Source: an optimization exercise on an open RTL-to-GDS flow (aim: small area and a short achievable clock period). Production flows keep margins and buffers that such runs may drop.
Where RTL was checked, it was by simulation tests only, not by an equivalence proof against the original.

## dct_core
module dct_core (
    input                clk,
    input                rst_n,
    input                start,
    input signed [255:0] a1,
    output               done,
    output       [255:0] final_output
);
Size: about 36000 cells after synthesis, ~5100 flip-flops, roughly 520 I/O pins, ~270000 um^2 of cells after synthesis.
==> module fadd2, before the edit <==
module fadd2 #(parameter [3:0] C = 4'b1110, parameter D = 0) (
    input         clk,
    input  [31:0] a,
    input  [31:0] b,
    output [31:0] ya,
    output [31:0] ys
);
    wire        comp;
    wire [63:0] q0, q1;
    wire [55:0] r1, r2;
    f_front f (.a(a[30:0]), .b(b[30:0]), .comp(comp), .q(q0));
    wire        sa1, ss1, x1;
    dly #(67, C[0]) c0 (clk, {comp ? a[31] : b[31], comp ? a[31] : ~b[31], a[31] ^ b[31], q0},
                             {sa1, ss1, x1, q1});
    f_align al (.q(q1), .x(x1), .r(r1));
    wire        sa2, ss2, x2;
    dly #(59, C[1] + D) c1 (clk, {sa1, ss1, x1, r1}, {sa2, ss2, x2, r2});
    wire [23:0] ml = r2[47:24], mt = r2[23:0];
    wire [25:0] sa, sz;
    f_padd #(26) aa (.a({1'b0, ml, 1'b1}), .b({x2, mt, x2}), .s(sa));
    f_padd #(26) az (.a({1'b0, ml, 1'b1}), .b({~x2, ~mt, ~x2}), .s(sz));
    wire [24:0] ma3, ms3;
    wire [7:0]  e3;
    wire        sa3, ss3;
    dly #(60, C[2]) c2 (clk, {sa2, ss2, r2[55:48], sa[25:1], sz[25:1]}, {sa3, ss3, e3, ma3, ms3});
    wire [31:0] ya0, ys0;
    f_norm na (.s(sa3), .e(e3), .m(ma3), .y(ya0));
    f_norm ns (.s(ss3), .e(e3), .m(ms3), .y(ys0));
    dly #(64, C[3]) c3 (clk, {ya0, ys0}, {ya, ys});
endmodule
==> module dct_core, before the edit <==
module dct_core (
    input                clk,
    input                rst_n,
    input                start,
    input signed [255:0] a1,
    output               done,
    output       [255:0] final_output
);
localparam [3:0] CF = 4'b1111;
localparam [3:0] CA = 4'b1110;
localparam [2:0] CM = 3'b101;
function integer ones(input [3:0] c);
    ones = c[0] + c[1] + c[2] + c[3];
endfunction
localparam LF = ones(CF);
localparam LA = ones(CA);
localparam LM = ones({1'b0, CM});
localparam T1 = LF;           
localparam T2 = T1 + LA;      
localparam T3 = T2 + LA;      
localparam T4 = T3 + LM;      
localparam T5 = T4 + LA;      
localparam T6 = T5 + LA;      
localparam NEG = 32'h80000000;
wire [31:0] x0 = a1[255:224], x1 = a1[223:192], x2 = a1[191:160], x3 = a1[159:128];
wire [31:0] x4 = a1[127:96],  x5 = a1[95:64],   x6 = a1[63:32],   x7 = a1[31:0];
wire [31:0] b0, b1, b2, b3, b4, b5, b6, b7;
fadd2 #(CF) u_b07 (clk, x0, x7, b0, b7);
fadd2 #(CF) u_b13 (clk, x1, x6, b1, b3);
fadd2 #(CF) u_b46 (clk, x2, x5, b4, b6);
fadd2 #(CF) u_b52 (clk, x3, x4, b5, b2);
wire [31:0] c0, c1, c2, c3, c4, c5, c6;
fadd2 #(CA) u_c04 (clk, b0, b5, c0, c4);
fadd2 #(CA) u_c31 (clk, b1, b4, c3, c1);
fadd1 #(CA) u_c2  (clk, b2, b6, c2);
fadd1 #(CA) u_c5  (clk, b3, b7, c5);
fadd1 #(CA) u_c6  (clk, b3, b6, c6);
wire [31:0] d0, d1, d3, d4;
fadd2 #(CA, T6 - T3) u_d01 (clk, c0, c3, d0, d1);     
fadd1 #(CA) u_d3  (clk, c1, c4, d3);
fadd1 #(CA) u_d4  (clk, c2, c5 ^ NEG, d4);
wire [31:0] e2, e3, e4, e6, e7, e2i, e3i, e4i;
fmulc #(24'h8a8c15, 8'd126, 24'hec82f0, 0, CM) u_e2 (clk, c2, e2i);
fmulc #(24'hb50481, 8'd126, 24'hb50566, 0, CM) u_e3 (clk, c6, e3i);
fmulc #(24'ha73b64, 8'd127, 24'hc3f181, 2, CM) u_e4 (clk, c5, e4i);
fmulc #(24'hb50481, 8'd126, 24'hb50566, 0, CM) u_e6 (clk, d3, e6);
fmulc #(24'hc3f141, 8'd125, 24'ha73b9b, 0, CM) u_e7 (clk, d4, e7);
dly #(96, T4 - T2 - LM) dl_e (clk, {e2i, e3i, e4i}, {e2, e3, e4});
wire [31:0] b7d, c4d;
dly #(32, T4 - T1) dl_b7 (clk, b7, b7d);
dly #(32, T4 - T2) dl_c4 (clk, c4, c4d);
wire [31:0] f2, f3, f4, f5, f6, f7;
fadd2 #(CA, T6 - T5) u_f23 (clk, c4d, e6, f2, f3);     
fadd2 #(CA) u_f45 (clk, b7d, e3, f4, f5);
fadd1 #(CA) u_f6  (clk, e2, e7, f6);
fadd1 #(CA) u_f7  (clk, e4, e7, f7);
wire [31:0] y0, y1, y2, y3, y4, y5, y6, y7;
fadd2 #(CA) u_y17 (clk, f4, f7, y1, y7);
fadd2 #(CA) u_y53 (clk, f5, f6, y5, y3);
assign y0 = d0, y4 = d1;
assign y2 = f2, y6 = f3;
assign final_output = {y0, y1, y2, y3, y4, y5, y6, y7};
reg [T6-1:0] vld;
always @(posedge clk) begin
    if (rst_n) vld <= {T6{1'b0}};
    else       vld <= {vld[T6-2:0], start};
end
assign done = vld[T6-1];
endmodule
Settings: LEC_CHECK=0, ABC_AREA=1, CAP_MARGIN=20, CORE_MARGIN=2, CORE_UTILIZATION=60, CTS_CLUSTER_DIAMETER=70, CTS_CLUSTER_SIZE=30, PLACE_DENSITY=0.72, SLEW_MARGIN=40; clock period 10.0 ns.
standard.sh (not shown) runs the stock make flow with config.mk's settings and CLKGATE_MAP_FILE= SYNTH_SCRIPT=/design/flow/synth_recipe.tcl, a recipe that flattens the netlist after the stock synthesis.
==> flow/flow/run.sh <==
#!/bin/bash
set -e
bash standard.sh BUFFER_PORTS_ARGS="-buffer_cell sky130_fd_sc_hd__buf_4" \
    SETUP_SLACK_MARGIN=6.6 finish > flow.log 2>&1
The first run ran to the end with no violations.
Edit:
--- a/flow/design.v
+++ b/flow/design.v
@@ -150,9 +150,9 @@
     wire [31:0] y0;
     f_norm n (.s(sg3), .e(e3), .m(m3), .y(y0));
     dly #(32, C[3]) c3 (clk, y0, y);
 endmodule
-module fadd2 #(parameter [3:0] C = 4'b1110, parameter D = 0) (
+module fadd2 #(parameter [3:0] C = 4'b1110) (
     input         clk,
     input  [31:0] a,
     input  [31:0] b,
     output [31:0] ya,
@@ -166,9 +166,9 @@
     dly #(67, C[0]) c0 (clk, {comp ? a[31] : b[31], comp ? a[31] : ~b[31], a[31] ^ b[31], q0},
                              {sa1, ss1, x1, q1});
     f_align al (.q(q1), .x(x1), .r(r1));
     wire        sa2, ss2, x2;
-    dly #(59, C[1] + D) c1 (clk, {sa1, ss1, x1, r1}, {sa2, ss2, x2, r2});
+    dly #(59, C[1]) c1 (clk, {sa1, ss1, x1, r1}, {sa2, ss2, x2, r2});
     wire [23:0] ml = r2[47:24], mt = r2[23:0];
     wire [25:0] sa, sz;
     f_padd #(26) aa (.a({1'b0, ml, 1'b1}), .b({x2, mt, x2}), .s(sa));
     f_padd #(26) az (.a({1'b0, ml, 1'b1}), .b({~x2, ~mt, ~x2}), .s(sz));
@@ -1415,9 +1415,9 @@
 fadd1 #(CA) u_c2  (clk, b2, b6, c2);
 fadd1 #(CA) u_c5  (clk, b3, b7, c5);
 fadd1 #(CA) u_c6  (clk, b3, b6, c6);
 wire [31:0] d0, d1, d3, d4;
-fadd2 #(CA, T6 - T3) u_d01 (clk, c0, c3, d0, d1);     
+fadd2 #(CA) u_d01 (clk, c0, c3, d0, d1);
 fadd1 #(CA) u_d3  (clk, c1, c4, d3);
 fadd1 #(CA) u_d4  (clk, c2, c5 ^ NEG, d4);
 wire [31:0] e2, e3, e4, e6, e7, e2i, e3i, e4i;
 fmulc #(24'h8a8c15, 8'd126, 24'hec82f0, 0, CM) u_e2 (clk, c2, e2i);
@@ -1429,17 +1429,17 @@
 wire [31:0] b7d, c4d;
 dly #(32, T4 - T1) dl_b7 (clk, b7, b7d);
 dly #(32, T4 - T2) dl_c4 (clk, c4, c4d);
 wire [31:0] f2, f3, f4, f5, f6, f7;
-fadd2 #(CA, T6 - T5) u_f23 (clk, c4d, e6, f2, f3);     
+fadd2 #(CA) u_f23 (clk, c4d, e6, f2, f3);
 fadd2 #(CA) u_f45 (clk, b7d, e3, f4, f5);
 fadd1 #(CA) u_f6  (clk, e2, e7, f6);
 fadd1 #(CA) u_f7  (clk, e4, e7, f7);
 wire [31:0] y0, y1, y2, y3, y4, y5, y6, y7;
 fadd2 #(CA) u_y17 (clk, f4, f7, y1, y7);
 fadd2 #(CA) u_y53 (clk, f5, f6, y5, y3);
-assign y0 = d0, y4 = d1;
-assign y2 = f2, y6 = f3;
+dly #(64, T6 - T3) dl_d (clk, {d0, d1}, {y0, y4});
+dly #(64, T6 - T5) dl_f (clk, {f2, f3}, {y2, y6});
 assign final_output = {y0, y1, y2, y3, y4, y5, y6, y7};
 reg [T6-1:0] vld;
 always @(posedge clk) begin
     if (rst_n) vld <= {T6{1'b0}};
Cell count grows by about 0.47%; non-clock buffer count grows by 98; setup slack is worse by 0.030 ns; final area grows by about 0.9%; wire length grows by about 4.3%; sequential cell count grows by 55; clock-buffer cell count grows by 3; via count grows by about 0.9%; core utilization grows by 0.17 points; sequential share of layout area stays flat; worst hold slack is worse by 0.0031 ns; die area grows by about 0.45%; global-route usage grows by 1.3 points.

Setup of xenon:
Another version of the RTL of dct_core (not shown whole).
For scale: about 520 I/O pins.
==> module fadd1, before the edit <==
module fadd1 #(parameter [3:0] C = 4'b1110) (
    input         clk,
    input  [31:0] a,
    input  [31:0] b,
    output [31:0] y
);
    wire        comp;
    wire [63:0] q0, q1;
    wire [56:0] r1, r2;
    f_front f (.a(a[30:0]), .b(b[30:0]), .comp(comp), .q(q0));
    wire        sg1, x1;
    dly #(66, C[0]) c0 (clk, {comp ? a[31] : b[31], a[31] ^ b[31], q0}, {sg1, x1, q1});
    f_align1 a1 (.q(q1), .x(x1), .r(r1));
    wire        sg2, x2;
    dly #(59, C[1]) c1 (clk, {sg1, x1, r1}, {sg2, x2, r2});
    wire [55:0] t2;
    f_align2 a2 (.q(r2), .x(x2), .r(t2));
    wire [24:0] m = {1'b0, t2[47:24]} + {x2, t2[23:0]} + {24'b0, x2};
    wire [24:0] m3;
    wire [7:0]  e3;
    wire        sg3;
    dly #(34, C[2]) c2 (clk, {sg2, t2[55:48], m}, {sg3, e3, m3});
    wire [31:0] y0;
    f_norm n (.s(sg3), .e(e3), .m(m3), .y(y0));
    dly #(32, C[3]) c3 (clk, y0, y);
endmodule
==> module fadd2, before the edit <==
module fadd2 #(parameter [3:0] C = 4'b1110) (
    input         clk,
    input  [31:0] a,
    input  [31:0] b,
    output [31:0] ya,
    output [31:0] ys
);
    wire        comp;
    wire [63:0] q0, q1;
    wire [56:0] r1, r2;
    f_front f (.a(a[30:0]), .b(b[30:0]), .comp(comp), .q(q0));
    wire        sa1, ss1, x1;
    dly #(67, C[0]) c0 (clk, {comp ? a[31] : b[31], comp ? a[31] : ~b[31], a[31] ^ b[31], q0},
                             {sa1, ss1, x1, q1});
    f_align1 a1 (.q(q1), .x(1'b0), .r(r1));
    wire        sa2, ss2, x2;
    dly #(60, C[1]) c1 (clk, {sa1, ss1, x1, r1}, {sa2, ss2, x2, r2});
    wire [55:0] t2;
    f_align2 a2 (.q(r2), .x(1'b0), .r(t2));
    wire [23:0] ml = t2[47:24], ms = t2[23:0];
    wire [24:0] mp = {1'b0, ml} + {1'b0, ms};
    wire [24:0] mm = {1'b0, ml} - {1'b0, ms};
    wire [24:0] ma3, ms3;
    wire [7:0]  e3;
    wire        sa3, ss3;
    dly #(60, C[2]) c2 (clk, {sa2, ss2, t2[55:48], x2 ? mm : mp, x2 ? mp : mm},
                             {sa3, ss3, e3, ma3, ms3});
    wire [31:0] ya0, ys0;
    f_norm na (.s(sa3), .e(e3), .m(ma3), .y(ya0));
    f_norm ns (.s(ss3), .e(e3), .m(ms3), .y(ys0));
    dly #(64, C[3]) c3 (clk, {ya0, ys0}, {ya, ys});
endmodule
==> flow/config.mk <==
export PLATFORM = sky130hd
export DESIGN_NAME = dct_core
export DESIGN_NICKNAME = dct_core
export VERILOG_FILES = /design/flow/design.v
export SDC_FILE = /design/flow/constraint.sdc
export NUM_CORES = 8
export LEC_CHECK = 0
export ABC_AREA = 1
export CAP_MARGIN = 20
export CORE_MARGIN = 2
export CORE_UTILIZATION = 60
export CTS_CLUSTER_DIAMETER = 70
export CTS_CLUSTER_SIZE = 30
export PLACE_DENSITY = 0.72
export SLEW_MARGIN = 40
==> flow/constraint.sdc <==
create_clock -name core_clock -period 10.0 [get_ports {clk}]
set_input_delay 2.0000 -clock core_clock [delete_from_list [all_inputs] [get_ports {clk}]]
set_output_delay 2.0000 -clock core_clock [all_outputs]
set_load 0.01 [all_outputs]
==> flow/flow/run.sh <==
#!/bin/bash
set -e
bash standard.sh BUFFER_PORTS_ARGS="-buffer_cell sky130_fd_sc_hd__buf_4" \
    SETUP_SLACK_MARGIN=6.5 finish > flow.log 2>&1
Input-level comparison between pepper and xenon:
--- a/flow/design.v
+++ b/flow/design.v
@@ -99,9 +99,10 @@
     wire        sg2, x2;
     dly #(59, C[1]) c1 (clk, {sg1, x1, r1}, {sg2, x2, r2});
     wire [55:0] t2;
     f_align2 a2 (.q(r2), .x(x2), .r(t2));
-    wire [24:0] m = {1'b0, t2[47:24]} + {x2, t2[23:0]} + {24'b0, x2};
+    wire [25:0] ms = {1'b0, t2[47:24], 1'b1} + {x2, t2[23:0], x2};
+    wire [24:0] m  = ms[25:1];
     wire [24:0] m3;
     wire [7:0]  e3;
     wire        sg3;
     dly #(34, C[2]) c2 (clk, {sg2, t2[55:48], m}, {sg3, e3, m3});
@@ -122,21 +123,22 @@
     f_front f (.a(a[30:0]), .b(b[30:0]), .comp(comp), .q(q0));
     wire        sa1, ss1, x1;
     dly #(67, C[0]) c0 (clk, {comp ? a[31] : b[31], comp ? a[31] : ~b[31], a[31] ^ b[31], q0},
                              {sa1, ss1, x1, q1});
-    f_align1 a1 (.q(q1), .x(1'b0), .r(r1));
+    f_align1 a1 (.q(q1), .x(x1), .r(r1));
     wire        sa2, ss2, x2;
     dly #(60, C[1]) c1 (clk, {sa1, ss1, x1, r1}, {sa2, ss2, x2, r2});
     wire [55:0] t2;
-    f_align2 a2 (.q(r2), .x(1'b0), .r(t2));
-    wire [23:0] ml = t2[47:24], ms = t2[23:0];
-    wire [24:0] mp = {1'b0, ml} + {1'b0, ms};
-    wire [24:0] mm = {1'b0, ml} - {1'b0, ms};
+    f_align2 a2 (.q(r2), .x(x2), .r(t2));
+    wire [23:0] ml = t2[47:24], mt = t2[23:0];
+    wire [25:0] sa = {1'b0, ml, 1'b1} + {x2, mt, x2};
+    wire [25:0] sz = {1'b0, ml, 1'b1} + {~x2, ~mt, ~x2};
+    wire [24:0] ma = sa[25:1];
+    wire [24:0] mz = sz[25:1];
     wire [24:0] ma3, ms3;
     wire [7:0]  e3;
     wire        sa3, ss3;
-    dly #(60, C[2]) c2 (clk, {sa2, ss2, t2[55:48], x2 ? mm : mp, x2 ? mp : mm},
-                             {sa3, ss3, e3, ma3, ms3});
+    dly #(60, C[2]) c2 (clk, {sa2, ss2, t2[55:48], ma, mz}, {sa3, ss3, e3, ma3, ms3});
     wire [31:0] ya0, ys0;
     f_norm na (.s(sa3), .e(e3), .m(ma3), .y(ya0));
     f_norm ns (.s(ss3), .e(e3), .m(ms3), .y(ys0));
     dly #(64, C[3]) c3 (clk, {ya0, ys0}, {ya, ys});
Findings:
Looking at inserted tap cell count, pepper sits about 0.4% below xenon. Synthesis-to-finish area growth in pepper is 0.40 points higher than in xenon. pepper against xenon: non-clock buffer count went up by 35.
No functional check of the RTL was part of pepper.

-- port drivers added, routing unchanged --
In the flow no input, the clock included, has a driving cell. The finished layouts below were timed again as built, in two steps.
Step 1 sets driving cells, clkbuf_16 on the clock port and buf_2 on the other inputs (assumed; they add their load-dependent delay and slew).
Step 2 also shifts input and output timing later by t, the mid clock arrival at the registers, as if the neighbouring blocks saw the same clock.
Slacks: ideal / step 1 / step 2; pairs: ideal / step 1.
| run | t (ns) | slack for setup (ns) | worst setup path after step 2 | worst data-port slew with drivers (ns) |
|---|---|---|---|---|
| the first run of note 1 | 1.127 | 6.502 / 6.369 / 5.685 | input to register | 0.07 |
| the second run of note 1 | 1.146 | 6.471 / 6.332 / 5.651 | input to register | 0.07 |
| xenon | 1.172 | 6.465 / 6.322 / 5.639 | input to register | 0.08 |
| pepper | 1.179 | 6.388 / 6.241 / 5.624 | input to register | 0.08 |
After both steps every run listed still meets setup and hold. The setup slack of xenon, which loses most, moves by -0.143 ns with the drivers and by -0.826 ns with both steps.
